This is an optimization exercise on Yosys and OpenROAD, whose aim is small area, a short achievable clock period and few clock cycles per item, not a production implementation. RTL that was checked went through simulation tests only; none was proved equivalent to the original. No functional check of the RTL was part of runs 1 to 3, 6 and 7.

`design.v`:
```
module mu_calc
#(
	parameter W = 163,
	parameter D = 20
)(
	input wire [W-1:0] g,
	output wire [D:0] mu
);
localparam N = D + 1;            
localparam integer STEPS = (N > 1 ? 1 : 0) + (N > 2 ? 1 : 0) + (N > 4 ? 1 : 0) + (N > 8 ? 1 : 0) + (N > 16 ? 1 : 0) + (N > 32 ? 1 : 0) + (N > 64 ? 1 : 0) + (N > 128 ? 1 : 0);
wire [N-1:0] fx;                 
assign fx[0] = 1'b1;
genvar i, k, st;
generate
	for (i = 1; i < N; i = i + 1) begin : fc
		assign fx[i] = g[W-i];
	end
	for (st = 0; st <= STEPS; st = st + 1) begin : nw
		wire [N-1:0] s;
		if (st == 0) begin : init
			assign s = {{(N-1){1'b0}}, 1'b1};
		end else begin : step
			for (k = 0; k < N; k = k + 1) begin : sk
				if (k < (1 << st)) begin : ex
					wire [k/2:0] terms;
					for (i = 0; i <= k / 2; i = i + 1) begin : ti
						if (i == 0)
							assign terms[i] = fx[k];
						else
							assign terms[i] = nw[st-1].s[i] & fx[k-2*i];
					end
					assign s[k] = ^terms;
				end else begin : nx
					assign s[k] = 1'b0;
				end
			end
		end
	end
	for (k = 0; k <= D; k = k + 1) begin : mb
		assign mu[D-k] = nw[STEPS].s[k];
	end
endgenerate
endmodule
module barrett_step
#(
	parameter W = 163,
	parameter D = 20
)(
	input wire [W-1:0] t,
	input wire [W-1:0] a,
	input wire [W-1:0] g,
	input wire [D-1:0] bd,
	input wire [D-1:0] pre_h,
	input wire [D:0] mu,
	output wire [W-1:0] v
);
wire [D-1:0] uh = t[W-1 -: D] ^ pre_h;
wire [D-1:0] q;
genvar i, k, j;
generate
	for (i = 0; i < D; i = i + 1) begin : qbit
		wire [D-1-i:0] terms;
		for (k = i; k < D; k = k + 1) begin : tk
			assign terms[k-i] = uh[k] & mu[D+i-k];
		end
		assign q[i] = ^terms;
	end
	for (j = 0; j < W; j = j + 1) begin : col
		wire [D:0] early;
		wire [D-1:0] late;
		if (j >= D)
			assign early[D] = t[j-D];
		else
			assign early[D] = 1'b0;
		for (k = 0; k < D; k = k + 1) begin : tk
			if (j - k >= 0) begin : in
				assign early[k] = bd[k] & a[j-k];
				assign late[k]  = q[k] & g[j-k];
			end else begin : out
				assign early[k] = 1'b0;
				assign late[k]  = 1'b0;
			end
		end
		assign v[j] = (^early) ^ (^late);
	end
endgenerate
endmodule
module digit_high
#(
	parameter W = 163,
	parameter D = 20
)(
	input wire [W-1:0] a,
	input wire [D-1:0] bd,
	output wire [D-1:0] h
);
genvar i, k;
generate
	for (i = 0; i < D; i = i + 1) begin : hb
		if (i == D - 1) begin : top
			assign h[i] = 1'b0;
		end else begin : mid
			wire [D-2-i:0] terms;
			for (k = i + 1; k < D; k = k + 1) begin : tk
				assign terms[k-i-1] = bd[k] & a[W+i-k];
			end
			assign h[i] = ^terms;
		end
	end
endgenerate
endmodule
module fpga_gf2m
#(
	parameter DIGITAL = 20,
	parameter DATA_WIDTH = 163
)(
	input clk,     
	input rst,   
	input wire start,
	input wire [DATA_WIDTH - 1 : 0] a,
	input wire [DATA_WIDTH - 1 : 0] g,
	input wire [191:0] b,
	output reg [DATA_WIDTH - 1 : 0] t_i_j,
	output reg done
);
localparam W = DATA_WIDTH;
localparam D = DIGITAL;
localparam K = (W - 1) / D + 1;              
localparam F = W - (K - 1) * D;              
localparam BW = K * D;                       
reg busy;
reg first;
reg last;                
reg [W-1:0] acc;         
reg [5:0] counter;
reg [W-1:0] reg_a;
reg [W-1:0] reg_g;
reg [BW-1:0] reg_b;
reg [D-1:0] pre_h;       
reg [D:0] mu;
wire accept = start & ~busy;
wire [D-1:0] cur_digit = reg_b[BW-1 -: D];
wire [D-1:0] nxt_digit = reg_b[BW-1-D -: D];
wire [D-1:0] first_digit = {{(D-F){1'b0}}, b[W-1 -: F]};
wire [W-1:0] next_t;
wire [D-1:0] nxt_pre_h;
wire [D-1:0] first_pre_h;
wire [D:0] mu_full;
wire [D:0] mu_first;
barrett_step #(.W(W), .D(D)) step (
	.t(acc),
	.a(reg_a),
	.g(reg_g),
	.bd(cur_digit),
	.pre_h(pre_h),
	.mu(mu),
	.v(next_t)
);
digit_high #(.W(W), .D(D)) hi_next (
	.a(reg_a),
	.bd(nxt_digit),
	.h(nxt_pre_h)
);
digit_high #(.W(W), .D(D)) hi_first (
	.a(a),
	.bd(first_digit),
	.h(first_pre_h)
);
mu_calc #(.W(W), .D(D)) mu_now (
	.g(reg_g),
	.mu(mu_full)
);
mu_calc #(.W(W), .D(F)) mu_in (
	.g(g),
	.mu(mu_first[D:D-F])
);
assign mu_first[D-F-1:0] = {(D-F){1'b0}};
always @(posedge clk or negedge rst) begin : proc_ctrl
	if (~rst) begin
		busy <= 1'b0;
		first <= 1'b0;
		last <= 1'b0;
		done <= 1'b0;
		counter <= 6'd0;
	end else if (accept) begin
		busy <= 1'b1;
		first <= 1'b1;
		last <= (K == 1);
		done <= 1'b0;
		counter <= 6'd0;
	end else if (busy) begin
		first <= 1'b0;
		last <= (counter == K - 2);
		counter <= counter + 1'b1;
		if (counter == K - 1) begin
			busy <= 1'b0;
			done <= 1'b1;
		end
	end
end
always @(posedge clk) begin : proc_operands
	if (~busy) begin
		reg_a <= a;
		reg_g <= g;
		reg_b <= {{(BW-W){1'b0}}, b[W-1:0]};
		pre_h <= first_pre_h;
		mu <= mu_first;
	end else begin
		reg_b <= reg_b << D;
		pre_h <= nxt_pre_h;
		if (first)
			mu <= mu_full;
	end
end
always @(posedge clk) begin : proc_acc
	if (busy)
		acc <= next_t;
	else
		acc <= {W{1'b0}};
end
always @(posedge clk) begin : proc_t_i_j
	if (last)
		t_i_j <= next_t;
end
endmodule
```
`flow/run.sh`:
```
#!/bin/bash
# Standard ORFS layout (the standard.sh), with repair_timing asked to
# aim for extra setup slack and smaller port buffers.
cat >> config.mk <<'EOC'
export SETUP_SLACK_MARGIN = 10
export BUFFER_PORTS_ARGS = -buffer_cell sky130_fd_sc_hd__buf_2
EOC
bash standard.sh > standard.log 2>&1
```
`standard.sh`:
```
#!/bin/bash
# synth_recipe.tcl (not shown) runs the flow's synth.tcl, then flattens the netlist and writes it again
# the make line also repeats each setting of config.mk as NAME=value (left out here)
make -C /OpenROAD-flow-scripts/flow DESIGN_CONFIG=/design/flow/config.mk WORK_HOME=/design/flow/orfs CLKGATE_MAP_FILE= SYNTH_SCRIPT=/design/flow/synth_recipe.tcl "${@:-finish}"
```
`config.mk`:
```
export PLATFORM = sky130hd
export DESIGN_NAME = fpga_gf2m
export DESIGN_NICKNAME = fpga_gf2m
export VERILOG_FILES = /design/flow/design.v
export SDC_FILE = /design/flow/constraint.sdc
export NUM_CORES = 8
export LEC_CHECK = 0
export CAP_MARGIN = 20
export CORE_MARGIN = 2
export CORE_UTILIZATION = 40
export SLEW_MARGIN = 20
export SETUP_SLACK_MARGIN = 10
export BUFFER_PORTS_ARGS = -buffer_cell sky130_fd_sc_hd__buf_2
```
`constraint.sdc`:
```
create_clock -name core_clock -period 14.5 [get_ports {clk}]
set_input_delay 2.9000 -clock core_clock [delete_from_list [all_inputs] [get_ports {clk}]]
set_output_delay 2.9000 -clock core_clock [all_outputs]
set_load 0.01 [all_outputs]
```
==> results of run 1 <==
final timing paths:
check / startpoint / endpoint / slack [ns] / cells after the start
setup / recovery: t_i_j[91] / t_i_j[91] / 9.74 / 1
min in group asynchronous: rst / counter[1] / 1.92 / 1
hold reg to reg: reg_b[103] / reg_b[123] / 0.41 / 1
max in group asynchronous: rst / busy / 12.36 / 1
hold / removal: reg_b[103] / reg_b[123] / 0.41 / 1
setup reg to reg: reg_b[171] / t_i_j[160] / 9.92 / 11
state kept, by name (all words and copies together) (netlist names):
signal	cells
pre_h	19
done	1
busy	1
reg_b	180
acc	163
mu	19
last	1
first	1
reg_g	163
counter	6
t_i_j	163
reg_a	163
cells in the final DEF (no fill, tap or decap), types with 11 or more instances in the layout:
master and count:
and2_1 177, buf_12 51, buf_16 11, buf_2 655, buf_4 262, buf_6 23, buf_8 28, clkbuf_1 13
clkbuf_16 108, clkbuf_8 11, clkinv_2 16, clkinvlp_4 13, dfxtp_1 352, dfxtp_4 21, diode_2 32, edfxtp_1 492
inv_6 12, mux2_2 143, nand2_1 6575, nor2_1 45, nor2b_1 36, xnor2_1 4964, xnor2_2 98, xnor2_4 23
xnor3_1 159, xnor3_2 13, xor2_1 1148
cell type report:
class / instances / area share, %
sequential: 880 / 17.9
multi-input combinational: 13466 / 69.6
tap: 3781 / 3.73
timing repair buffer: 1037 / 5.84
clock buffer: 131 / 2.26
antenna: 32 / 0.0631
inverter: 11 / 0.0384
clock inverter: 68 / 0.559
what timing repair did:
action,4_1_cts,5_1_grt
buffers inserted,31,18
hold buffers,0,0
endpoints found under the setup margin,343,241
gates cloned,14,0
gates resized for setup,215,119
pin swaps,7,6
worst reg2reg max path: stages, from the launching register on:
cell and delay (ns):
dfxtp_4 0.69, buf_8 0.53, nand2_1 0.15, xor2_1 0.19, xnor2_1 0.14, xnor2_1 0.57
xnor2_1 0.22, xnor2_2 0.55, xnor2_1 0.21, xnor2_1 0.14, xnor3_1 0.42, xnor2_1 0.52
metrics by stage:
stage	worst slack [ns]	hold slack, ns
after detailed placement	8.26	0.438
after global placement	8.30	0.437
after global routing	9.76	0.441
final	9.74	0.413
after CTS	9.86	0.415
after floorplan	10.32	0.433
logic make-up (layout without fill, tap and decap cells):
logic type      count (synthesis)  in the layout  synth area share (%)
compound gates                 31             31                 0.180
other cells                     0             32                     0
simple gates                 6849           6849                  22.8
buf+inv                      1421           1247                  4.88
mux                           151            151                  1.47
flops                         880            880                  19.6
fa+ha+maj                       7              7                0.0761
xor+xnor                     6418           6428                  51.0
metal layers:
layer	vias to the layer above	wire (microns)	track usage, %
met4	92	29200	17.1
met1	49113	192000	43.3
met3	1477	72000	10.4
li1	46486	-	-
met2	7244	195000	45.1
met5	-	579	0
==> notes.md, run 1 <==
Initial Utilization -> 40.1%
Port bufs -> 655
Total GRT Usage -> 32.2%
Vias in the first global route -> 95.6k
Die span in y -> 541 microns
Worst Setup End Kind -> output pin
Critical path required time -> 11.60 ns
Detailed router's first-iteration violation count -> 15.3k
Final #Nets -> 16.0k
Gate Count Post-Synth -> 15.8k
RSZ-0062 raised after global routing -> yes
Sink Count -> 880
TritonCTS clock tree -> yes
# rows -> 197
Detail Route Antenna Nets -> 0
Die X -> 541 microns
Total core area -> 287,000 sq um
CP Data Arrival Time -> 1.86 ns
Final setup vio count -> 0
Post-synthesis cell area -> 115,000 sq um
Crit-path cells -> buf_2
Cell variety after synth -> 41
CTS root buf -> clkbuf_16
Largest stage delay, worst path -> 0.77 ns
Fin. Hold Viols -> 0
Clk slew on worst S/H paths -> 0.06 ns
Final min period -> 4.76 ns
DR vias -> 104k
Multi-input gate area -> 88,500 sq um
Synth-to-layout area growth -> 10.3%
Status -> finished clean
DIE AREA -> 292,000 sq um
Ys Warns -> 1
Depth of the CTS H-tree -> 3
Util after Layout -> 44.2%
Most used flip-flop cell after synthesis -> edfxtp_1
CP Class -> reg2out
TritonCTS Buffers -> 107
Top cells by area, synth -> xnor2_1 (39%), nand2_1 (21%), edfxtp_1 (13%), xor2_1 (8.8%), dfxtp_1 (6.6%)
Vias per std cell -> 5.38
Syn Area/Cell -> 7.31 sq um
Asr flop ratio synth -> 1.14%
Largest net degree at the start of global routing -> 122
Final GP Congestion -> 0.907
Family with the most delay on the worst path -> flip-flops
DR pass1 iterations -> 6
Final wirelength -> 489 mm
CP Launch Type -> flip-flop
Seq/Total Area, Yosys -> 19.6%
EDFF count, synth -> 492
Initial antenna violation count -> 83
Setup TNS -> 0 ns
Final Instance Area -> 127,000 sq um
Critical path peak fanout -> 1
Cell taking the most area after synthesis -> xnor2_1
Commonest cells in the synthesized netlist -> nand2_1 (6,575), xnor2_1 (5,077), xor2_1 (1,156)
Gr ovfl total -> 0
Most common cell in the netlist -> nand2_1
Buffers & Inverters on Critical Path -> 1
First-pass GRT wire length -> 699 mm
Fill cells -> 28.3k
Register bit total from synthesis -> 880
Hold Crit Class -> reg2reg
Fin cells -> 19.4k
Max Cap Viol -> 0
Area occupied by registers -> 22,700 sq um
IO Count -> 685
DRC -> 0
Final Max Tran Viols -> 0
Fin Clk Skew -> 0.0914 ns
DP HPWL -> 296 mm
Slowest CP cell -> edfxtp_1
Tcrit/Tclk final -> 32.8%
Per-cell routed wire length -> 25.2 microns
Ratio of cells with drive above 1 in the final layout -> 9.90%
F_max -> 210 MHz
Latest clock arrival within the worst-skew pair -> 0.84 ns
Actual slew at the worst max-slew pin -> 1.22 ns
Post-synth top area share -> 38.6%
Clock buffer depth -> 3
Placement Cell Area -> 120,000 sq um
Post-Place Cells -> 19.1k
Rel. slew slack -> 18.3%
==> inputs of run 2 (changes only) <==
--- a/design.v
+++ b/design.v
@@ -221,3 +221,5 @@
 always @(posedge clk) begin : proc_t_i_j
-	if (last)
+	if (accept)
+		t_i_j <= {W{1'b0}};
+	else if (last)
 		t_i_j <= next_t;
==> run 2 against run 1 <==
Still clean. Via count rose by 1.0%. Setup slack improved by 0.23 ns. Synthesized cell count rose by 2.4%. Register-to-register slack improved by 0.05 ns. Die area rose by 0.53%. Clock skew fell by 0.034 ns. Cell area rose by 0.19%. Global-route usage fell by 0.073 points. Sequential share of layout area fell by 1.3 points. Critical path depth rose by 13. Critical path type is now reg2reg. Critical endpoint is now t_i_j[57].
==> notes.md, run 2 <==
Status -> finished clean
Fill cells -> 28.7k (+1.3%)
# rows -> 197 (unchanged)
Largest stage delay, worst path -> 0.77 ns (about the same)
Total core area -> 288,000 sq um (+0.26%)
Commonest cells after routing, fill and taps aside -> nand2_1 (6,573), xnor2_1 (4,905), xor2_1 (1,237), buf_2 (655), dfxtp_1 (511)
Per-cell routed wire length -> 25.0 microns (-0.82%)
Max Cap Viol -> 0 (unchanged)
Commonest cells in the synthesized netlist -> nand2_1 (6,575), xnor2_1 (5,008), xor2_1 (1,247)
Fin Clk Skew -> 0.0574 ns (-0.0340 ns)
Cell variety after synth -> 41 (unchanged)
F_max -> 221 MHz (+5.0%)
Final GP Congestion -> 0.977 (+7.7%)
Die X -> 542 microns (+0.26%)
Post-synth top area share -> 37.9% (-0.73 points)
DR pass1 iterations -> 6 (unchanged)
Tcrit/Tclk final -> 31.2% (-1.6 points)
Critical path peak fanout -> 52 (+51)
Adder-cell share of the synthesized area -> 0.0757% (-0.00040 points)
CP Data Arrival Time -> 5.24 ns (+3.38 ns)
TritonCTS clock tree -> yes
Sink Count -> 880 (unchanged)
Clk slew on worst S/H paths -> 0.06 ns (about the same)
Die span in y -> 542 microns (+0.26%)
Ratio of cells with drive above 1 in the final layout -> 9.64% (-0.25 points)
Port bufs -> 655 (unchanged)
Gr ovfl total -> 0 (unchanged)
Compound-gate portion of the synthesized area -> 0.260% (+0.080 points)
Seq/Total Area, Yosys -> 18.1% (-1.5 points)
Fin cells -> 19.7k (+1.6%)
Final min period -> 4.53 ns (-0.228 ns)
Initial antenna violation count -> 66 (-20%)
Worst Setup End Kind -> flip-flop
Number of flip-flops under the largest register name -> 180 (unchanged)
Final Max Tran Viols -> 0 (unchanged)
Final wirelength -> 493 mm (+0.82%)
Most common cell in the netlist -> nand2_1
Syn Area/Cell -> 7.18 sq um (-1.8%)
Cell taking the most area after synthesis -> xnor2_1
Fin. Hold Viols -> 0 (unchanged)
Final setup vio count -> 0 (unchanged)
Rel. slew slack -> 20.6% (+2.3 points)
CTS root buf -> clkbuf_16
Mux cell area share after synthesis -> 2.76% (+1.3 points)
DIE AREA -> 294,000 sq um (+0.53%)
DP HPWL -> 299 mm (+1.1%)
Most used flip-flop cell after synthesis -> dfxtp_1
RSZ-0062 raised after global routing -> yes
Total GRT Usage -> 32.1% (-0.073 points)
Setup TNS -> 0 ns (unchanged)
Simple-Gate Fraction of Synth Area -> 23.2% (+0.40 points)
Synth-to-layout area growth -> 9.90%
Actual slew at the worst max-slew pin -> 1.19 ns (-0.0341 ns)
Hold Crit Class -> reg2reg
CP Class -> reg2reg
DR vias -> 105k (+1.0%)
First-pass GRT wire length -> 703 mm (+0.61%)
Initial Utilization -> 40.2% (+0.11 points)
Latest clock arrival within the worst-skew pair -> 0.83 ns (about the same)
Slowest CP cell -> xnor3_4
Register bit total from synthesis -> 880 (unchanged)
DRC -> 0 (unchanged)
Largest net degree at the start of global routing -> 184 (+51%)
FF-to-FF path depth -> 14 (+3)
Vias per std cell -> 5.35 (-0.62%)
Detail Route Antenna Nets -> 0 (unchanged)
Depth of the CTS H-tree -> 3 (unchanged)
XOR/XNOR Fraction of Synth Area -> 50.6% (-0.34 points)
Post-Place Cells -> 19.4k (+1.8%)
Largest Register -> reg_b
CP Launch Type -> flip-flop
Post-synthesis cell area -> 116,000 sq um (+0.53%)
Top cells by area, synth -> xnor2_1 (38%), nand2_1 (21%), xor2_1 (9.4%), dfxtp_1 (9.4%), edfxtp_1 (8.5%)
Crit-path cells -> xor2_4 > buf_4 > nand2_1 > xor2_1 > xnor2_2 > xnor3_4 > buf_12 > nand2_1 > xor2_1 > xnor2_1 > xnor3_1 > xnor2_1 > mux2i_1 > nor2_1
Vias in the first global route -> 95.2k (-0.49%)
IO Count -> 685 (unchanged)
Hold Path Stages -> 1 (unchanged)
Commonest non-fill, non-tap cell in the layout -> nand2_1
TritonCTS Buffers -> 105 (-1.9%)
EDFF count, synth -> 329 (-33%)
Gate Count Post-Synth -> 16.1k (+2.4%)
Final #Nets -> 16.4k (+2.1%)
Detailed router's first-iteration violation count -> 15.0k (-2.1%)
Ys Warns -> 1 (unchanged)
Largest family of logic cells by synthesized area -> XOR/XNOR gates
Clock buffer depth -> 3 (unchanged)
Asr flop ratio synth -> 1.14% (unchanged)
Critical path required time -> 15.21 ns (+3.61 ns)
run 2: cell types whose count changed after synthesis, sizes merged, moves of 2 or more:
cell    before   now
nor2        45   218
dfxtp      378   541
edfxtp     492   329
mux2i        8   158
xor2      1162  1252
xnor2     5085  5013
buf        353   418
clkbuf    1057  1029
a211oi       7    20
and2       177   167
xnor3      171   162
inv         11     7
nand2b       4     6
run 2: final timing paths:
check / slack, ns / end / start
hold / removal: 0.45 / reg_b[35] / reg_b[15]
min in group asynchronous: 1.97 / counter[2] / rst
hold reg to reg: 0.45 / reg_b[35] / reg_b[15]
setup reg to reg: 9.97 / t_i_j[57] / acc[151]
setup / recovery: 9.97 / t_i_j[57] / acc[151]
max in group asynchronous: 12.32 / last / rst
run 2: cells by family (layout without fill, tap and decap cells):
kind of cell	Yosys count	after routing
AND/OR/NAND/NOR	7014	7014
XOR/XNOR	6427	6439
buffers and inverters	1455	1242
flip-flops	880	880
adder cells (fa/ha/maj)	7	7
AO/OA/AOI/OAI	44	44
multiplexers	301	301
other	0	18
run 2: area by class of cell:
type / instances / area, sq um / share of cell area [%]
Multi-Input combinational cell: 13805 / 90500 / 71.1
Antenna cell: 18 / 45.0 / 0.0354
Inverter: 8 / 37.5 / 0.0295
Timing Repair Buffer: 1037 / 7340 / 5.77
Tap cell: 3781 / 4730 / 3.72
Clock inverter: 71 / 781 / 0.614
Sequential cell: 880 / 21100 / 16.6
Clock buffer: 126 / 2760 / 2.17
run 2: stage by stage:
| stage | hold slack [ns] | utilization [%] | instance area, sq um | setup WS (ns) |
|---|---|---|---|---|
| 2_1_floorplan | 0.433 | - | 116000 | 10.48 |
| 3_3_place_gp | 0.437 | 42.0 | 121000 | 8.49 |
| 3_5_place_dp | 0.439 | 42.0 | 121000 | 8.46 |
| 4_1_cts | 0.453 | 43.9 | 126000 | 9.98 |
| 5_1_grt | 0.458 | 44.2 | 127000 | 9.99 |
| 6_report | 0.454 | 44.2 | 127000 | 9.97 |
run 2: repair_timing:
item	4_1_cts	5_1_grt
resized for setup	212	125
endpoints found under the setup margin	321	225
hold buffers	0	0
pin swaps	11	10
cloned	13	2
setup buffers	35	13
run 2: routing by layer:
layer	GRT usage [%]	share of wire, %
met1	42.5	39
met2	46.3	41
met3	9.20	14
met4	18.0	6.3
met5	0	0.082
run 2: worst max-delay path: cells and delay by family (launching register included):
kind,cells,cell delay (ns)
flip-flops,1,0.41
multiplexers,1,0.15
buffers and inverters,2,0.44
XOR/XNOR,8,2.96
AND/OR/NAND/NOR,3,0.35
==> inputs of run 3 (changes only) <==
--- a/flow/run.sh
+++ b/flow/run.sh
@@ -4,3 +4,3 @@
 cat >> config.mk <<'EOC'
-export SETUP_SLACK_MARGIN = 10
+export SETUP_SLACK_MARGIN = 10.3
 export BUFFER_PORTS_ARGS = -buffer_cell sky130_fd_sc_hd__buf_2
--- a/config.mk
+++ b/config.mk
@@ -11,3 +11,3 @@
 export SLEW_MARGIN = 20
-export SETUP_SLACK_MARGIN = 10
+export SETUP_SLACK_MARGIN = 10.3
 export BUFFER_PORTS_ARGS = -buffer_cell sky130_fd_sc_hd__buf_2
==> run 3 against run 2 <==
Still clean. Maximum frequency is 4.3% higher. Sequential cell count stayed put. Clock-buffer cell count stayed put. Sequential share of layout area is 0.32 points lower. Synthesized area stayed put. Register-to-register slack better by 0.19 ns. Via count is 2.6% higher. Hold slack worse by 0.0093 ns. Critical path type unchanged. Largest cell class unchanged.
==> notes.md, run 3 <==
Largest net degree at the start of global routing -> 184 (unchanged)
CTS root buf -> clkbuf_16
Final Max Tran Viols -> 0 (unchanged)
TritonCTS clock tree -> yes
Critical path peak fanout -> 43 (-17%)
Detail Route Antenna Nets -> 0 (unchanged)
Hold_buf cts -> 0 (unchanged)
Crit-path cells -> clkbuf_8 > nand2_1 > xor2_1 > xnor2_1 > xnor2_1 > xnor2_1 > xnor2_1 > xnor2_1 > xnor2_1 > xnor3_1 > xnor2_4 > mux2i_1 > nor2_1
Post-Place Cells -> 19.4k (unchanged)
Detailed router's first-iteration violation count -> 16.4k (+9.4%)
Top cells by area, synth -> xnor2_1 (38%), nand2_1 (21%), xor2_1 (9.4%), dfxtp_1 (9.4%), edfxtp_1 (8.5%)
Max Cap Viol -> 0 (unchanged)
Setup TNS -> 0 ns (unchanged)
DR vias -> 108k (+2.6%)
R2R Path End -> t_i_j[113]
CP Data Arrival Time -> 5.06 ns (-0.18 ns)
Hold path start -> reg_b[112]
Reg2reg start -> reg_b[174]
Final min period -> 4.34 ns (-0.188 ns)
Fin. Hold Viols -> 0 (unchanged)
Hold Slack -> 0.444 ns (-0.00928 ns)
RSZ-0062 raised after global routing -> yes
Hold Path End -> reg_b[132]
Clock buffer depth -> 3 (unchanged)
Depth of the CTS H-tree -> 3 (unchanged)
FF-to-FF path depth -> 13 (-1)
Vias per std cell -> 5.45 (+2.0%)
Fin Clk Skew -> 0.0630 ns (+0.00559 ns)
TritonCTS Buffers -> 105 (unchanged)
Worst path most repeated cell -> xnor2_1
Asr flop ratio synth -> 1.14% (unchanged)
DR pass1 iterations -> 6 (unchanged)
Register bit total from synthesis -> 880 (unchanged)
Ratio of cells with drive above 1 in the final layout -> 11.4% (+1.7 points)
# rows -> 197 (unchanged)
Number of flip-flops under the largest register name -> 180 (unchanged)
Actual slew at the worst max-slew pin -> 1.21 ns (+0.0145 ns)
CP Class -> reg2reg
Hold Path Stages -> 1 (unchanged)
Critical path required time -> 15.21 ns (about the same)
Post-synth top area share -> 37.9% (unchanged)
F_max -> 230 MHz (+4.3%)
Fin cells -> 19.8k (+0.60%)
Die span in y -> 542 microns (unchanged)
Die X -> 542 microns (unchanged)
Gate Count Post-Synth -> 16.1k (unchanged)
Tcrit/Tclk final -> 29.9% (-1.3 points)
DP HPWL -> 299 mm (unchanged)
Commonest cells in the synthesized netlist -> nand2_1 (6,575), xnor2_1 (5,008), xor2_1 (1,247)
Initial antenna violation count -> 71 (+7.6%)
Syn Area/Cell -> 7.18 sq um (unchanged)
Commonest cells after routing, fill and taps aside -> nand2_1 (6,573), xnor2_1 (4,854), xor2_1 (1,234), buf_2 (568), dfxtp_1 (409)
Post-synthesis cell area -> 116,000 sq um (unchanged)
Latest clock arrival within the worst-skew pair -> 0.83 ns (about the same)
Most common cell in the netlist -> nand2_1
Rel. slew slack -> 19.7% (-0.97 points)
Status -> finished clean
Cell variety after synth -> 41 (unchanged)
Buffers & Inverters on Critical Path -> 1 (-1)
Commonest non-fill, non-tap cell in the layout -> nand2_1
Worst Setup End Kind -> flip-flop
Ys Warns -> 1 (unchanged)
Largest Register -> reg_b
Port bufs -> 655 (unchanged)
Sink Count -> 880 (unchanged)
Slowest CP cell -> dfxtp_4
Gr ovfl total -> 0 (unchanged)
Largest stage delay, worst path -> 0.69 ns (-0.08 ns)
Clk slew on worst S/H paths -> 0.08 ns (+0.02 ns)
IO Count -> 685 (unchanged)
Total core area -> 288,000 sq um (unchanged)
Initial Utilization -> 40.2% (unchanged)
Final GP Congestion -> 0.977 (unchanged)
Total GRT Usage -> 32.7% (+0.67 points)
Per-cell routed wire length -> 26.4 microns (+5.4%)
Final setup vio count -> 0 (unchanged)
Synth-to-layout area growth -> 13.3%
DIE AREA -> 294,000 sq um (unchanged)
First-pass GRT wire length -> 715 mm (+1.7%)
Seq/Total Area, Yosys -> 18.1% (unchanged)
Family with the most delay on the worst path -> XOR/XNOR gates
Vias in the first global route -> 96.5k (+1.3%)
Cell taking the most area after synthesis -> xnor2_1
Final #Nets -> 16.5k (+0.68%)
CP Launch Type -> flip-flop
Final wirelength -> 523 mm (+6.1%)
Hold Crit Class -> reg2reg
DRC -> 0 (unchanged)
Most used flip-flop cell after synthesis -> dfxtp_1
EDFF count, synth -> 329 (unchanged)
-- run 3: cell counts after synthesis --
Identical to the previous run, type by type.
-- run 3: per-layer routing --
metal / wire (microns) / share of wire, % / track usage [%]
met5: 454 / 0.087 / 0
met4: 38200 / 7.3 / 19.7
met3: 78100 / 15 / 9.88
met2: 212000 / 40 / 47.0
met1: 195000 / 37 / 42.8
-- run 3: cells by family after synthesis --
family	count (synthesis)	synth area share, %
mux	301	2.76
simple gates	7014	23.2
buf+inv	1455	4.98
fa+ha+maj	7	0.0756
compound gates	44	0.260
xor+xnor	6427	50.6
flops	880	18.1
-- run 3: how the worst max path moves through the flow --
stage | start | to | slack, ns | cells after the start
floorplan | start | t_i_j[100] | 10.48 | 5
global placement | pre_h[15] | t_i_j[107] | 8.49 | 14
detailed placement | pre_h[15] | t_i_j[107] | 8.46 | 14
CTS | t_i_j[97] | t_i_j[97] | 10.21 | 1
global route | acc[155] | t_i_j[53] | 10.18 | 14
finish | reg_b[174] | t_i_j[113] | 10.16 | 13
-- run 3: layout make-up --
| type | count | area [sq um] |
|---|---|---|
| antenna | 26 | 65.1 |
| clock buffer | 126 | 2760 |
| clock inverter | 71 | 781 |
| fill | 28240 | 157000 |
| inverter | 8 | 37.5 |
| multi-input combinational | 13805 | 91200 |
| sequential | 880 | 21300 |
| tap | 3781 | 4730 |
| timing repair buffer | 1148 | 10300 |
-- run 3: stage by stage --
step                worst slack, ns  utilization (%)  area, sq um
floorplan                     10.48                -       116000
global placement               8.49             42.0       121000
detailed placement             8.46             42.0       121000
CTS                           10.21             44.7       129000
global route                  10.18             45.5       131000
finish                        10.16             45.6       131000
-- run 3: repair_timing --
item                       4_1_cts  5_1_grt
setup buffers                   64       49
setup endpoints to repair      431      319
resized for setup              637      161
cloned                          24       37
pin swaps                       29       57
==> inputs of run 4 (changes only) <==
--- a/design.v
+++ b/design.v
@@ -132,4 +132,2 @@
 reg first;
-reg last;                
-reg [W-1:0] acc;         
 reg [5:0] counter;
@@ -150,3 +148,3 @@
 barrett_step #(.W(W), .D(D)) step (
-	.t(acc),
+	.t(t_i_j),
 	.a(reg_a),
@@ -181,3 +179,2 @@
 		first <= 1'b0;
-		last <= 1'b0;
 		done <= 1'b0;
@@ -187,3 +184,2 @@
 		first <= 1'b1;
-		last <= (K == 1);
 		done <= 1'b0;
@@ -192,3 +188,2 @@
 		first <= 1'b0;
-		last <= (counter == K - 2);
 		counter <= counter + 1'b1;
@@ -214,8 +209,2 @@
 end
-always @(posedge clk) begin : proc_acc
-	if (busy)
-		acc <= next_t;
-	else
-		acc <= {W{1'b0}};
-end
 always @(posedge clk) begin : proc_t_i_j
@@ -223,3 +212,3 @@
 		t_i_j <= {W{1'b0}};
-	else if (last)
+	else if (busy)
 		t_i_j <= next_t;
--- a/flow/run.sh
+++ b/flow/run.sh
@@ -4,3 +4,3 @@
 cat >> config.mk <<'EOC'
-export SETUP_SLACK_MARGIN = 10.3
+export SETUP_SLACK_MARGIN = 10
 export BUFFER_PORTS_ARGS = -buffer_cell sky130_fd_sc_hd__buf_2
--- a/config.mk
+++ b/config.mk
@@ -11,3 +11,3 @@
 export SLEW_MARGIN = 20
-export SETUP_SLACK_MARGIN = 10.3
+export SETUP_SLACK_MARGIN = 10
 export BUFFER_PORTS_ARGS = -buffer_cell sky130_fd_sc_hd__buf_2
==> run 4 against run 3 <==
Wire length down 4.1%. Global-route usage up 1.0 points. Critical path depth unchanged. First-iteration DRC count down 1.1%. Sequential share of layout area down 1.5 points. Still clean on timing, DRC and antenna. Final cell count down 3.2%. Highest routed layer unchanged.
==> notes.md, run 4 <==
Largest Register -> reg_b
Worst path most repeated cell -> xnor2_1
Final Max Tran Viols -> 0 (unchanged)
Rel. slew slack -> 17.3% (-2.4 points)
Port bufs -> 655 (unchanged)
Syn Area/Cell -> 7.08 sq um (-1.4%)
CTS root buf -> clkbuf_16
EDFF count, synth -> 329 (unchanged)
Final setup vio count -> 0 (unchanged)
Initial antenna violation count -> 39 (-45%)
Fin. Hold Viols -> 0 (unchanged)
Final wirelength -> 502 mm (-4.1%)
Vias in the first global route -> 94.8k (-1.7%)
DR pass1 iterations -> 6 (unchanged)
Commonest non-fill, non-tap cell in the layout -> nand2_1
Commonest cells in the synthesized netlist -> nand2_1 (6,589), xnor2_1 (5,079), xor2_1 (1,156)
Gr ovfl total -> 0 (unchanged)
DP HPWL -> 289 mm (-3.3%)
Critical path peak fanout -> 47 (+9.3%)
Clk slew on worst S/H paths -> 0.06 ns (-0.02 ns)
Synth-to-layout area growth -> 9.43%
Ys Warns -> 1 (unchanged)
Pre-CTS setup slack -> 8.76 ns (+0.293 ns)
Asr flop ratio synth -> 1.26% (+0.12 points)
Fin Clk Skew -> 0.101 ns (+0.0379 ns)
Number of flip-flops under the largest register name -> 180 (unchanged)
Max Cap Viol -> 0 (unchanged)
Gate Count Post-Synth -> 15.7k (-2.7%)
Detail Route Antenna Nets -> 0 (unchanged)
Setup TNS -> 0 ns (unchanged)
First-pass GRT wire length -> 704 mm (-1.6%)
Commonest cells after routing, fill and taps aside -> nand2_1 (6,589), xnor2_1 (5,055), xor2_1 (1,150), buf_2 (616), buf_4 (339)
Largest net degree at the start of global routing -> 141 (-23%)
Top cells by area, synth -> xnor2_1 (40%), nand2_1 (22%), xor2_1 (9.1%), edfxtp_1 (8.9%), dfxtp_1 (6.8%)
DIE AREA -> 282,000 sq um (-4.0%)
Worst Setup End Kind -> flip-flop
Total core area -> 276,000 sq um (-4.0%)
Most common cell in the netlist -> nand2_1
Slowest CP cell -> buf_4
Cell variety after synth -> 43 (+4.9%)
IO Count -> 685 (unchanged)
Per-cell routed wire length -> 26.1 microns (-0.86%)
Vias per std cell -> 5.47 (+0.41%)
Status -> finished clean
CP Data Arrival Time -> 5.33 ns (+0.27 ns)
Total GRT Usage -> 33.8% (+1.0 points)
Latest clock arrival within the worst-skew pair -> 0.93 ns (+0.10 ns)
RSZ-0062 raised after global routing -> no
Cell taking the most area after synthesis -> xnor2_1
Die span in y -> 531 microns (-2.0%)
Depth of the CTS H-tree -> 3 (unchanged)
F_max -> 220 MHz (-4.7%)
Final min period -> 4.56 ns (+0.214 ns)
Seq/Total Area, Yosys -> 15.9% (-2.2 points)
Most used flip-flop cell after synthesis -> dfxtp_1
Sink Count -> 716 (-19%)
CP Class -> reg2reg
DR vias -> 105k (-2.8%)
Post-synth top area share -> 40.0% (+2.1 points)
Tcrit/Tclk final -> 31.4% (+1.5 points)
TritonCTS Buffers -> 100 (-4.8%)
Die X -> 531 microns (-2.0%)
Final #Nets -> 15.9k (-3.3%)
DRC -> 0 (unchanged)
Actual slew at the worst max-slew pin -> 1.24 ns (+0.0353 ns)
Ratio of cells with drive above 1 in the final layout -> 9.75% (-1.6 points)
# rows -> 193 (-2.0%)
Largest stage delay, worst path -> 0.69 ns (about the same)
Register bit total from synthesis -> 716 (-19%)
Detailed router's first-iteration violation count -> 16.2k (-1.1%)
Buffers & Inverters on Critical Path -> 2 (+1)
TritonCTS clock tree -> yes
Family with the most delay on the worst path -> XOR/XNOR gates
Post-synthesis cell area -> 111,000 sq um (-4.0%)
Clock buffer depth -> 4 (+1)
Crit-path cells -> buf_4 > buf_6 > nand2_1 > xnor2_1 > xnor2_1 > xnor2_1 > xnor2_1 > xnor2_1 > xnor2_1 > xnor2_1 > xnor2_1 > xnor2_1 > a22o_1
Final worst slack -> 9.94 ns (-0.214 ns)
Initial Utilization -> 40.2% (about the same)
Final GP Congestion -> 0.932 (-4.6%)
CP Launch Type -> flip-flop
Hold Slack -> 0.449 ns (+0.00507 ns)
Critical path required time -> 15.27 ns (+0.06 ns)
Hold Crit Class -> reg2reg
## run 4: changes by cell type after synthesis, moves of 85 or more
cell,previous run,this run
and2_1,167,17
mux2i_1,158,8
nor2_1,218,42
buf_1,204,119
dfxtp_1,541,378
xor2_1,1247,1156
clkbuf_1,1029,1116
## run 4: worst paths after layout
path	cells past startpoint	endpoint	from	slack, ns
min in group asynchronous	1	first	rst	1.87
setup reg to reg	13	t_i_j[91]	reg_b[171]	9.94
hold / removal	1	reg_b[75]	reg_b[55]	0.45
hold reg to reg	1	reg_b[75]	reg_b[55]	0.45
setup / recovery	13	t_i_j[91]	reg_b[171]	9.94
max in group asynchronous	1	busy	rst	12.36
## run 4: per-layer routing
layer	track usage [%]	vias up	routed length, microns
li1	-	46317	-
met1	44.4	49430	191000
met2	48.9	7729	204000
met5	0.325	-	263
met3	9.65	1639	72200
met4	19.5	24	34600
## run 4: cell type report
| cell class | instances | area (sq um) |
|---|---|---|
| fillers | 27743 | 155000 |
| clock buffers | 128 | 2700 |
| well taps | 3705 | 4640 |
| diodes | 19 | 47.5 |
| flip-flops and latches | 716 | 17900 |
| repair buffers | 1030 | 7120 |
| clock inverters | 53 | 544 |
| multi-input cells | 13547 | 88600 |
| inverters | 8 | 37.5 |
## run 4: per-stage QoR
| stage | std cells | utilization [%] | area, sq um |
|---|---|---|---|
| after global placement | 18944 | 42.0 | 116000 |
| after global routing | 19192 | 44.0 | 122000 |
| final | 19206 | 44.0 | 122000 |
| after detailed placement | 18947 | 42.1 | 116000 |
| after floorplan | 15693 | - | 111000 |
| after CTS | 19168 | 43.7 | 121000 |
## run 4: logic make-up after synthesis
group / count (synthesis) / synth area share [%]
simple gates: 6762 / 23.2
mux: 151 / 1.52
fa+ha+maj: 7 / 0.0788
compound gates: 194 / 1.37
buf+inv: 1446 / 5.16
xor+xnor: 6417 / 52.8
flops: 716 / 15.9
## run 4: repair_timing
item / 4_1_cts / 5_1_grt
hold buffers: 0 / 0
resized for setup: 210 / 58
pin swaps: 7 / 6
setup buffers: 20 / 7
setup endpoints to repair: 226 / 130
gates cloned: 20 / 8
Testbench counts of run 4, summed over its fixed seeds: cycles 7,680, items 768.
==> inputs of run 5 (changes only) <==
==> flow/run.sh (replaced) <==
#!/bin/bash
# Standard ORFS layout (the standard.sh), with repair_timing asked to
# aim for extra setup slack.
echo "export SETUP_SLACK_MARGIN = 10" >> config.mk
bash standard.sh > standard.log 2>&1
--- a/config.mk
+++ b/config.mk
@@ -12,2 +12 @@
 export SETUP_SLACK_MARGIN = 10
-export BUFFER_PORTS_ARGS = -buffer_cell sky130_fd_sc_hd__buf_2
==> run 5 against run 4 <==
Still clean on timing, DRC and antenna. Hold slack worse by 0.0026 ns. Sequential share of layout area shrank 0.18 points. First-iteration DRC count decreased by 5.7%. Critical path depth fell by 12. Highest routed layer unchanged.
==> notes.md, run 5 <==
Status -> finished clean
Largest net degree at the start of global routing -> 150 (+6.4%)
Fin cells -> 19.2k (+0.15%)
Per-cell routed wire length -> 26.1 microns (-0.32%)
Worst setup path start -> t_i_j[94]
Family with the most delay on the worst path -> flip-flops
Cell variety after synth -> 43 (unchanged)
Max Cap Viol -> 0 (unchanged)
Hold Slack -> 0.447 ns (-0.00258 ns)
Depth of the CTS H-tree -> 3 (unchanged)
Adder-cell share of the synthesized area -> 0.0788% (unchanged)
TritonCTS clock tree -> yes
Hold Crit Class -> reg2reg
Post-synthesis cell area -> 111,000 sq um (unchanged)
DR pass1 iterations -> 6 (unchanged)
Detailed router's first-iteration violation count -> 15.3k (-5.7%)
CP endpoint -> t_i_j[94]
Top cells by area, synth -> xnor2_1 (40%), nand2_1 (22%), xor2_1 (9.1%), edfxtp_1 (8.9%), dfxtp_1 (6.8%)
Reg2reg start -> reg_b[167]
Compound-gate portion of the synthesized area -> 1.37% (unchanged)
Actual slew at the worst max-slew pin -> 1.24 ns (+0.000627 ns)
Final #Nets -> 16.0k (+0.13%)
Die span in y -> 531 microns (unchanged)
Ys Warns -> 1 (unchanged)
Largest family of logic cells by synthesized area -> XOR/XNOR gates
Vias in the first global route -> 94.8k (+0.0084%)
Final wirelength -> 501 mm (-0.17%)
Placement Cell Area -> 119,000 sq um (+2.7%)
Fin. Hold Viols -> 0 (unchanged)
Latest clock arrival within the worst-skew pair -> 0.90 ns (-0.03 ns)
Most common cell in the netlist -> nand2_1
Hold_buf cts -> 0 (unchanged)
Die X -> 531 microns (unchanged)
# rows -> 193 (unchanged)
Critical path peak fanout -> 3 (-94%)
Syn Area/Cell -> 7.08 sq um (unchanged)
DP HPWL -> 292 mm (+0.83%)
XOR/XNOR Fraction of Synth Area -> 52.8% (unchanged)
Initial antenna violation count -> 29 (-26%)
Final setup vio count -> 0 (unchanged)
Gate Count Post-Synth -> 15.7k (unchanged)
Clock buffer depth -> 4 (unchanged)
EDFF count, synth -> 329 (unchanged)
Final min period -> 4.51 ns (-0.0448 ns)
CP Launch Type -> flip-flop
Commonest cells in the synthesized netlist -> nand2_1 (6,589), xnor2_1 (5,079), xor2_1 (1,156)
Total core area -> 276,000 sq um (unchanged)
Port bufs -> 655 (unchanged)
Mux cell area share after synthesis -> 1.52% (unchanged)
Buffers & Inverters on Critical Path -> 1 (-1)
Tcrit/Tclk final -> 31.1% (-0.31 points)
Cell taking the most area after synthesis -> xnor2_1
Simple-Gate Fraction of Synth Area -> 23.2% (unchanged)
IO Count -> 685 (unchanged)
Post-synth top area share -> 40.0% (unchanged)
Fin Clk Skew -> 0.0924 ns (-0.00844 ns)
Largest Register -> reg_b
Crit-path cells -> buf_4
Setup TNS -> 0 ns (unchanged)
DR vias -> 105k (-0.049%)
First-pass GRT wire length -> 701 mm (-0.31%)
F_max -> 222 MHz (+0.99%)
Crit. path cell count -> 1 (-12)
Detail Route Antenna Nets -> 0 (unchanged)
Register bit total from synthesis -> 716 (unchanged)
Most used flip-flop cell after synthesis -> dfxtp_1
Vias per std cell -> 5.46 (-0.20%)
Post-Place Cells -> 18.9k (-0.063%)
Final GP Congestion -> 0.922 (-1.1%)
Synth-to-layout area growth -> 12.5%
FF-to-FF path depth -> 13 (unchanged)
Largest stage delay, worst path -> 0.50 ns (-0.19 ns)
RSZ-0062 raised after global routing -> no
Asr flop ratio synth -> 1.26% (unchanged)
Clk slew on worst S/H paths -> 0.06 ns (about the same)
Seq/Total Area, Yosys -> 15.9% (unchanged)
Util after Layout -> 45.2% (+1.2 points)
Ratio of cells with drive above 1 in the final layout -> 6.54% (-3.2 points)
Commonest cells after routing, fill and taps aside -> nand2_1 (6,589), xnor2_1 (5,058), xor2_1 (1,150), clkdlybuf4s50_1 (490), buf_4 (351)
CTS root buf -> clkbuf_16
Sink Count -> 716 (unchanged)
Critical path required time -> 11.60 ns (-3.67 ns)
Gr ovfl total -> 0 (unchanged)
Slowest CP cell -> dfxtp_2
Commonest non-fill, non-tap cell in the layout -> nand2_1
R2R Path End -> t_i_j[88]
CP Class -> reg2out
DIE AREA -> 282,000 sq um (unchanged)
Final Max Tran Viols -> 0 (unchanged)
Rel. slew slack -> 17.3% (-0.042 points)
DRC -> 0 (unchanged)
CP Data Arrival Time -> 1.61 ns (-3.72 ns)
Worst Setup End Kind -> output pin
TritonCTS Buffers -> 102 (+2.0%)
Number of flip-flops under the largest register name -> 180 (unchanged)
Total GRT Usage -> 33.6% (-0.20 points)
Initial Utilization -> 40.2% (unchanged)
Final Instance Area -> 125,000 sq um (+2.8%)
[run 5: cell counts after synthesis]
No cell type changed its count.
[run 5: worst min path at each step]
| stage | slack (ns) | to | depth (start not counted) | from |
|---|---|---|---|---|
| detailed placement | 0.44 | reg_b[47] | 1 | reg_b[27] |
| global route | 0.46 | reg_b[76] | 1 | reg_b[56] |
| CTS | 0.45 | reg_b[64] | 1 | reg_b[44] |
| floorplan | 0.43 | reg_b[20] | 1 | reg_b[0] |
| global placement | 0.44 | reg_b[62] | 1 | reg_b[42] |
| finish | 0.45 | reg_b[113] | 1 | reg_b[93] |
[run 5: cell type report]
| type | count | area, sq um |
|---|---|---|
| clock buffer | 133 | 2790 |
| multi-input combinational | 13542 | 88400 |
| sequential | 716 | 18200 |
| timing repair buffer | 1053 | 10200 |
| inverter | 8 | 37.5 |
| tap | 3705 | 4640 |
| fill | 27626 | 152000 |
| antenna | 25 | 62.6 |
| clock inverter | 53 | 571 |
[run 5: what timing repair did]
item | in CTS | in global routing
setup endpoints to repair | 326 | 141
cloned | 13 | 9
pin swaps | 6 | 8
setup buffers | 50 | 13
resized for setup | 747 | 59
[run 5: metal layers]
layer / vias to the layer above / wire length (microns) / share of wire [%] / track usage, %
met1: 49380 / 190000 / 38 / 44.0
met4: 18 / 34600 / 6.9 / 19.8
met3: 1586 / 70000 / 14 / 8.71
li1: 46367 / - / - / -
met5: - / 130 / 0.026 / 0
met2: 7736 / 207000 / 41 / 49.3
[run 5: kinds of logic (layout without fill, tap and decap cells)]
logic type,count (synthesis),count (layout)
AO/OA/AOI/OAI,194,194
multiplexers,151,151
other,0,25
AND/OR/NAND/NOR,6762,6762
buffers and inverters,1446,1247
adder cells (fa/ha/maj),7,7
flip-flops,716,716
XOR/XNOR,6417,6428
[run 5: through the flow]
stage	setup slack (ns)
finish	9.99
global route	9.99
CTS	10.0
detailed placement	8.80
global placement	8.79
floorplan	10.53
==> inputs of run 6 (changes only) <==
--- a/design.v
+++ b/design.v
@@ -58,2 +58,3 @@
 wire [D-1:0] q;
+localparam P = (D + 1) / 2;              
 genvar i, k, j;
@@ -67,13 +68,42 @@
 	end
+	wire [W:0] a_e = {a, 1'b0};            
+	wire [W:0] g_e = {g, 1'b0};
+	wire [W-1:0] ax = a ^ a_e[W-1:0];       
+	wire [W-1:0] gx = g ^ g_e[W-1:0];
+	wire [P-1:0] b_lo, b_hi, b_both;        
+	wire [P-1:0] q_lo, q_hi, q_both;
+	for (k = 0; k < P; k = k + 1) begin : sel
+		wire b0 = bd[2*k];
+		wire b1 = (2*k+1 < D) ? bd[2*k+1] : 1'b0;
+		wire q0 = q[2*k];
+		wire q1 = (2*k+1 < D) ? q[2*k+1] : 1'b0;
+		assign b_lo[k] = b0 & ~b1;
+		assign b_hi[k] = b1 & ~b0;
+		assign b_both[k] = b0 & b1;
+		assign q_lo[k] = q0 & ~q1;
+		assign q_hi[k] = q1 & ~q0;
+		assign q_both[k] = q0 & q1;
+	end
 	for (j = 0; j < W; j = j + 1) begin : col
-		wire [D:0] early;
-		wire [D-1:0] late;
+		wire [P:0] early;
+		wire [P-1:0] late;
+		wire [P-1:0] early_n;
+		wire [P-1:0] late_n;
 		if (j >= D)
-			assign early[D] = t[j-D];
+			assign early[P] = t[j-D];
 		else
-			assign early[D] = 1'b0;
-		for (k = 0; k < D; k = k + 1) begin : tk
-			if (j - k >= 0) begin : in
-				assign early[k] = bd[k] & a[j-k];
-				assign late[k]  = q[k] & g[j-k];
+			assign early[P] = 1'b0;
+		for (k = 0; k < P; k = k + 1) begin : tk
+			if (j - 2*k >= 0 && 2*k + 1 == D) begin : single
+				assign early[k] = bd[2*k] & a[j-2*k];
+				assign late[k]  = q[2*k] & g[j-2*k];
+				assign early_n[k] = 1'b0;
+				assign late_n[k]  = 1'b0;
+			end else if (j - 2*k >= 0) begin : in
+				sel3n sa (.s0(b_lo[k]), .s1(b_hi[k]), .s2(b_both[k]),
+					.x0(a[j-2*k]), .x1(a_e[j-2*k]), .x2(ax[j-2*k]), .y(early_n[k]));
+				sel3n sg (.s0(q_lo[k]), .s1(q_hi[k]), .s2(q_both[k]),
+					.x0(g[j-2*k]), .x1(g_e[j-2*k]), .x2(gx[j-2*k]), .y(late_n[k]));
+				assign early[k] = ~early_n[k];
+				assign late[k]  = ~late_n[k];
 			end else begin : out
@@ -81,2 +111,4 @@
 				assign late[k]  = 1'b0;
+				assign early_n[k] = 1'b0;
+				assign late_n[k]  = 1'b0;
 			end
@@ -110,2 +142,14 @@
 endgenerate
+endmodule
+module sel3n
+(
+	input wire s0,
+	input wire s1,
+	input wire s2,
+	input wire x0,
+	input wire x1,
+	input wire x2,
+	output wire y
+);
+assign y = ~((s0 & x0) | (s1 & x1) | (s2 & x2));
 endmodule
==> flow/run.sh (replaced) <==
#!/bin/bash
# Standard ORFS layout (the standard.sh), with repair_timing asked to
# aim for extra setup slack and smaller port buffers.
cat >> config.mk <<'EOC'
export SETUP_SLACK_MARGIN = 10
export BUFFER_PORTS_ARGS = -buffer_cell sky130_fd_sc_hd__buf_2
EOC
bash standard.sh > standard.log 2>&1
--- a/config.mk
+++ b/config.mk
@@ -10,3 +10,6 @@
 export CORE_UTILIZATION = 40
+export MIN_ROUTING_LAYER = met2
 export SLEW_MARGIN = 20
+export SYNTH_HIERARCHICAL = 1
 export SETUP_SLACK_MARGIN = 10
+export BUFFER_PORTS_ARGS = -buffer_cell sky130_fd_sc_hd__buf_2
==> run 6 against run 5 <==
The flow now stops in 5_1_grt. Synthesized area is 17% lower. Synthesized cell count is 39% lower.
==> notes.md, run 6 <==
Die X -> 486 microns (-8.6%)
DP HPWL -> 302 mm (+3.5%)
Depth of the CTS H-tree -> 3 (unchanged)
TritonCTS Buffers -> 93 (-8.8%)
Stopped at -> 5_1_grt
Syn Area/Cell -> 9.75 sq um (+38%)
Initial Utilization -> 40.3% (+0.071 points)
Gate Count Post-Synth -> 9,514 (-39%)
CTS root buf -> clkbuf_16
Clock buffer depth -> 3 (-1)
Port bufs -> 655 (unchanged)
Run Error -> [ERROR GRT-0116] Global routing finished with congestion. Check the congestion regions in the DRC Viewer.
Die span in y -> 486 microns (-8.6%)
Status -> did not finish
Post-synthesis cell area -> 92,700 sq um (-17%)
Hold_buf cts -> 0 (unchanged)
IO Count -> 685 (unchanged)
Gr ovfl total -> 201
Ys Warns -> 7 (+6)
Final GP Congestion -> 1.06 (+14%)
Largest net degree at the start of global routing -> 182
Total GRT Usage -> 76.2%
First-pass GRT wire length -> 897 mm
# rows -> 176 (-8.8%)
Vias in the first global route -> 167k
-- run 6: repair_timing --
action / CTS
buffers inserted: 61
setup endpoints to repair: 204
pin swaps: 22
cloned: 25
gates resized for setup: 239
-- run 6: worst max path at each step --
stage                     from    endpoint  slack [ns]
floorplan           t_i_j[160]  t_i_j[162]        9.52
global placement        mu[19]   t_i_j[54]        8.02
detailed placement      mu[19]   t_i_j[57]        8.02
CTS                 t_i_j[157]   t_i_j[88]       10.00
-- run 6: through the flow --
step / area (sq um) / cells / util (%) / setup WS (ns)
CTS: 108000 / 13715 / 47.0 / 10.00
detailed placement: 103000 / 13455 / 44.6 / 8.02
global placement: 103000 / 13453 / 44.5 / 8.02
floorplan: 93500 / 9584 / - / 9.52
-- run 6: per-layer routing --
layer  track usage, %  overflow
met2             80.0        11
met1                -         -
met3             83.1       141
met4             60.1        20
met5             59.6        29
==> inputs of run 7 (changes only) <==
--- a/design.v
+++ b/design.v
@@ -58,3 +58,2 @@
 wire [D-1:0] q;
-localparam P = (D + 1) / 2;              
 genvar i, k, j;
@@ -68,50 +67,30 @@
 	end
-	wire [W:0] a_e = {a, 1'b0};            
-	wire [W:0] g_e = {g, 1'b0};
-	wire [W-1:0] ax = a ^ a_e[W-1:0];       
-	wire [W-1:0] gx = g ^ g_e[W-1:0];
-	wire [P-1:0] b_lo, b_hi, b_both;        
-	wire [P-1:0] q_lo, q_hi, q_both;
-	for (k = 0; k < P; k = k + 1) begin : sel
-		wire b0 = bd[2*k];
-		wire b1 = (2*k+1 < D) ? bd[2*k+1] : 1'b0;
-		wire q0 = q[2*k];
-		wire q1 = (2*k+1 < D) ? q[2*k+1] : 1'b0;
-		assign b_lo[k] = b0 & ~b1;
-		assign b_hi[k] = b1 & ~b0;
-		assign b_both[k] = b0 & b1;
-		assign q_lo[k] = q0 & ~q1;
-		assign q_hi[k] = q1 & ~q0;
-		assign q_both[k] = q0 & q1;
-	end
+	localparam NB = (W + D - 1) / D;
+	wire [NB*D-1:0] a_pad = {{(NB*D-W){1'b0}}, a};
+	wire [(NB+1)*D-1:0] ab_part [0:NB-1];
+	for (k = 0; k < NB; k = k + 1) begin : blk
+		wire [2*D-2:0] p;
+		kmul #(.N(D)) km (.x(a_pad[k*D +: D]), .y(bd), .p(p));
+		if (k == 0) begin : first
+			assign ab_part[k] = {{(NB*D-2*D+D+1){1'b0}}, p};
+		end else begin : next
+			assign ab_part[k] = ab_part[k-1] ^ ({{((NB+1)*D-2*D+1){1'b0}}, p} << (k*D));
+		end
+	end
+	wire [(NB+1)*D-1:0] ab = ab_part[NB-1];
 	for (j = 0; j < W; j = j + 1) begin : col
-		wire [P:0] early;
-		wire [P-1:0] late;
-		wire [P-1:0] early_n;
-		wire [P-1:0] late_n;
+		wire early;
+		wire [D-1:0] late;
 		if (j >= D)
-			assign early[P] = t[j-D];
+			assign early = t[j-D] ^ ab[j];
 		else
-			assign early[P] = 1'b0;
-		for (k = 0; k < P; k = k + 1) begin : tk
-			if (j - 2*k >= 0 && 2*k + 1 == D) begin : single
-				assign early[k] = bd[2*k] & a[j-2*k];
-				assign late[k]  = q[2*k] & g[j-2*k];
-				assign early_n[k] = 1'b0;
-				assign late_n[k]  = 1'b0;
-			end else if (j - 2*k >= 0) begin : in
-				sel3n sa (.s0(b_lo[k]), .s1(b_hi[k]), .s2(b_both[k]),
-					.x0(a[j-2*k]), .x1(a_e[j-2*k]), .x2(ax[j-2*k]), .y(early_n[k]));
-				sel3n sg (.s0(q_lo[k]), .s1(q_hi[k]), .s2(q_both[k]),
-					.x0(g[j-2*k]), .x1(g_e[j-2*k]), .x2(gx[j-2*k]), .y(late_n[k]));
-				assign early[k] = ~early_n[k];
-				assign late[k]  = ~late_n[k];
+			assign early = ab[j];
+		for (k = 0; k < D; k = k + 1) begin : tk
+			if (j - k >= 0) begin : in
+				assign late[k] = q[k] & g[j-k];
 			end else begin : out
-				assign early[k] = 1'b0;
-				assign late[k]  = 1'b0;
-				assign early_n[k] = 1'b0;
-				assign late_n[k]  = 1'b0;
-			end
-		end
-		assign v[j] = (^early) ^ (^late);
+				assign late[k] = 1'b0;
+			end
+		end
+		assign v[j] = early ^ (^late);
 	end
@@ -143,13 +122,32 @@
 endmodule
-module sel3n
-(
-	input wire s0,
-	input wire s1,
-	input wire s2,
-	input wire x0,
-	input wire x1,
-	input wire x2,
-	output wire y
-);
-assign y = ~((s0 & x0) | (s1 & x1) | (s2 & x2));
+module kmul
+#(
+	parameter N = 20
+)(
+	input wire [N-1:0] x,
+	input wire [N-1:0] y,
+	output wire [2*N-2:0] p
+);
+genvar i, k;
+generate
+	if (N <= 5 || N % 2) begin : school
+		for (k = 0; k < 2 * N - 1; k = k + 1) begin : pk
+			localparam LO = (k < N) ? 0 : k - N + 1;
+			localparam HI = (k < N) ? k : N - 1;
+			wire [HI-LO:0] terms;
+			for (i = LO; i <= HI; i = i + 1) begin : ti
+				assign terms[i-LO] = x[i] & y[k-i];
+			end
+			assign p[k] = ^terms;
+		end
+	end else begin : kara
+		localparam H = N / 2;
+		wire [2*H-2:0] pl, ph, pm;
+		kmul #(.N(H)) ml (.x(x[H-1:0]), .y(y[H-1:0]), .p(pl));
+		kmul #(.N(H)) mh (.x(x[N-1:H]), .y(y[N-1:H]), .p(ph));
+		kmul #(.N(H)) mm (.x(x[H-1:0] ^ x[N-1:H]), .y(y[H-1:0] ^ y[N-1:H]), .p(pm));
+		wire [2*H-2:0] mid = pm ^ pl ^ ph;
+		assign p = {ph, 1'b0, pl} ^ ({{(2*N-1-(2*H-1)){1'b0}}, mid} << H);
+	end
+endgenerate
 endmodule
@@ -157,3 +155,3 @@
 #(
-	parameter DIGITAL = 20,
+	parameter DIGITAL = 22,
 	parameter DATA_WIDTH = 163
@@ -176,2 +174,4 @@
 reg first;
+reg last;                
+reg [W-1:0] acc;         
 reg [5:0] counter;
@@ -192,3 +192,3 @@
 barrett_step #(.W(W), .D(D)) step (
-	.t(t_i_j),
+	.t(acc),
 	.a(reg_a),
@@ -223,2 +223,3 @@
 		first <= 1'b0;
+		last <= 1'b0;
 		done <= 1'b0;
@@ -228,2 +229,3 @@
 		first <= 1'b1;
+		last <= (K == 1);
 		done <= 1'b0;
@@ -232,2 +234,3 @@
 		first <= 1'b0;
+		last <= (counter == K - 2);
 		counter <= counter + 1'b1;
@@ -253,2 +256,8 @@
 end
+always @(posedge clk) begin : proc_acc
+	if (busy)
+		acc <= next_t;
+	else
+		acc <= {W{1'b0}};
+end
 always @(posedge clk) begin : proc_t_i_j
@@ -256,3 +265,3 @@
 		t_i_j <= {W{1'b0}};
-	else if (busy)
+	else if (last)
 		t_i_j <= next_t;
--- a/flow/run.sh
+++ b/flow/run.sh
@@ -4,3 +4,3 @@
 cat >> config.mk <<'EOC'
-export SETUP_SLACK_MARGIN = 10
+export SETUP_SLACK_MARGIN = 10.3
 export BUFFER_PORTS_ARGS = -buffer_cell sky130_fd_sc_hd__buf_2
--- a/config.mk
+++ b/config.mk
@@ -10,6 +10,4 @@
 export CORE_UTILIZATION = 40
-export MIN_ROUTING_LAYER = met2
 export SLEW_MARGIN = 20
-export SYNTH_HIERARCHICAL = 1
-export SETUP_SLACK_MARGIN = 10
+export SETUP_SLACK_MARGIN = 10.3
 export BUFFER_PORTS_ARGS = -buffer_cell sky130_fd_sc_hd__buf_2
==> run 7 against run 6 <==
Now clean on timing, DRC and antenna. Synthesized area up 27%. Synthesized cell count up 70%.
==> notes.md, run 7 <==
Status -> finished clean
Detailed router's first-iteration violation count -> 20.2k
Commonest cells after routing, fill and taps aside -> nand2_1 (5,671), xnor2_1 (5,024), nor2_1 (1,107), xor2_1 (1,072), buf_4 (589)
Commonest cells in the synthesized netlist -> nand2_1 (5,675), xnor2_1 (5,247), nor2_1 (1,107)
First-pass GRT wire length -> 764 mm
Seq/Total Area, Yosys -> 17.9%
Total core area -> 293,000 sq um
Final #Nets -> 17.0k
Die span in y -> 546 microns (+13%)
Asr flop ratio synth -> 1.14%
Initial Utilization -> 40.1% (-0.17 points)
Hold path start -> reg_b[90]
DR vias -> 117k
DP HPWL -> 319 mm (+5.6%)
CTS root buf -> clkbuf_16
DRC -> 0
Ratio of cells with drive above 1 in the final layout -> 14.5%
Rel. slew slack -> 9.58%
Reg2reg start -> pre_h[12]
Post-Place Cells -> 19.8k (+47%)
Largest net degree at the start of global routing -> 125
Ys Warns -> 2 (-5)
Detail Route Antenna Nets -> 0
Worst Setup End Kind -> flip-flop
DR pass1 iterations -> 10
Fin. Hold Viols -> 0
Die X -> 546 microns (+13%)
Critical path required time -> 15.17 ns
Fin cells -> 20.5k
Final GP Congestion -> 0.968 (-8.3%)
Most common cell in the netlist -> nand2_1
Hold Crit Class -> reg2reg
Post-synthesis cell area -> 118,000 sq um (+27%)
Final setup vio count -> 0
Setup TNS -> 0 ns
CP Launch Type -> flip-flop
Clk slew on worst S/H paths -> 0.07 ns
EDFF count, synth -> 335
TritonCTS Buffers -> 102 (+9.7%)
Port bufs -> 655 (unchanged)
Top cells by area, synth -> xnor2_1 (39%), nand2_1 (18%), dfxtp_1 (9.1%), edfxtp_1 (8.6%), xor2_1 (8.1%)
Final min period -> 4.47 ns
Total GRT Usage -> 35.0%
Hold Slack -> 0.452 ns
Synth-to-layout area growth -> 18.1%
CP Data Arrival Time -> 5.14 ns
Syn Area/Cell -> 7.27 sq um (-25%)
Post-synth top area share -> 39.1%
# rows -> 199 (+13%)
Vias in the first global route -> 102k
Gr ovfl total -> 0
IO Count -> 685 (unchanged)
Max Cap Viol -> 0
Gate Count Post-Synth -> 16.2k (+70%)
Clock buffer depth -> 3 (unchanged)
Register bit total from synthesis -> 880
Depth of the CTS H-tree -> 3 (unchanged)
Final wirelength -> 587 mm
TritonCTS clock tree -> yes
Initial antenna violation count -> 67
Cell taking the most area after synthesis -> xnor2_1
Fin Clk Skew -> 0.0877 ns
## run 7: metrics by stage
step / area, sq um / worst slack, ns / util, %
2_1_floorplan: 118000 / 10.43 / -
3_3_place_gp: 124000 / 8.55 / 42.1
3_5_place_dp: 124000 / 8.54 / 42.1
4_1_cts: 133000 / 10.22 / 45.5
5_1_grt: 139000 / 10.15 / 47.3
6_report: 139000 / 10.03 / 47.4
## run 7: layout make-up
type,count,area [sq um]
clock buffer,135,2950
timing repair buffer,1540,15200
sequential,880,21400
multi-input combinational,13924,93700
fill,28349,154000
tap,3919,4900
antenna,60,150
inverter,12,52.6
clock inverter,56,646
## run 7: what timing repair did
action	4_1_cts	5_1_grt
gates cloned	55	67
hold endpoints to repair	0	0
buffers inserted	155	241
pin swaps	55	105
hold buffers	0	0
resized for setup	754	294
setup endpoints to repair	561	458
## run 7: logic make-up (layout without fill, tap and decap cells)
| logic type | after synthesis | count (layout) | synth area share, % |
|---|---|---|---|
| other | 0 | 60 | 0 |
| xor gates and xnor gates | 6566 | 6583 | 51.5 |
| and+or+nand+nor | 6958 | 6958 | 22.6 |
| buffers and inverters | 1379 | 1743 | 4.99 |
| DFF | 880 | 880 | 17.9 |
| AOI/OAI and AO/OA | 131 | 131 | 0.760 |
| adders and majority gates | 12 | 12 | 0.128 |
| muxes | 240 | 240 | 2.20 |
## run 7: final timing paths
check / cells past startpoint / endpoint / slack (ns)
setup / recovery: 14 / t_i_j[21] / 10.03
setup reg to reg: 14 / t_i_j[21] / 10.03
hold / removal: 1 / reg_b[112] / 0.45
max in group asynchronous: 1 / last / 12.36
min in group asynchronous: 1 / done / 1.92
hold reg to reg: 1 / reg_b[112] / 0.45
## run 7: critical path: stages (launching register included)
cell	delay [ns]
dfxtp_1	0.40
xor2_2	0.28
buf_2	0.32
xor2_1	0.19
xnor3_1	0.51
xnor2_4	0.23
clkbuf_16	0.28
clkbuf_16	0.35
nand2_1	0.11
xnor2_1	0.24
xnor2_1	0.17
xnor3_1	0.26
xnor3_2	0.63
mux2i_1	0.24
nor2_1	0.05
## run 7: routing by layer
| layer | GRT usage [%] | share of wire, % |
|---|---|---|
| met5 | 0 | 0.20 |
| met4 | 21.3 | 9.3 |
| met3 | 14.9 | 18 |
| met2 | 48.1 | 37 |
| met1 | 44.7 | 35 |

-- static timing again, ports no longer ideal --
Ports are ideal in the flow. The routed layouts listed here were re-timed in OpenROAD.
Step 1, drivers: a clkbuf_16 drives clk and a buf_2 each remaining input, both assumed.
Step 2 adds t to the input delays and takes it off the output delays; t is the mean of the earliest and latest rising clock arrival at the registers after step 1. Input paths then give back, and output paths get back, about the clock's delay inside the block.
Slacks: no drivers / after step 1 / after step 2; pairs: no drivers / after step 1.
| run | t, ns | slack for setup (ns) | hold WS [ns] | worst slew at a driven data input, ns | pins driven straight from the clock port |
|---|---|---|---|---|---|
| run 1 | 0.893 | 9.742 / 9.642 / 9.920 | 0.413 / 0.413 / 0.413 | 0.14 | 1 |
| run 2 | 0.902 | 9.971 / 9.893 / 9.463 | 0.454 / 0.454 / 0.454 | 0.32 | 1 |
| run 3 | 0.902 | 10.159 / 10.106 / 9.839 | 0.444 / 0.444 / 0.444 | 0.34 | 1 |
| run 4 | 0.976 | 9.945 / 9.873 / 8.937 | 0.449 / 0.449 / 0.449 | 0.43 | 1 |
| run 5 | 0.952 | 9.989 / 9.893 / 9.132 | 0.447 / 0.447 / 0.447 | 0.23 | 1 |
| run 7 | 0.904 | 10.031 / 10.031 / 9.574 | 0.452 / 0.452 / 0.452 | 0.10 | 1 |
After both steps every run listed still meets setup and hold. For run 4, which loses most, drivers alone change the setup slack by -0.072 ns; drivers and shift together by -1.008 ns.
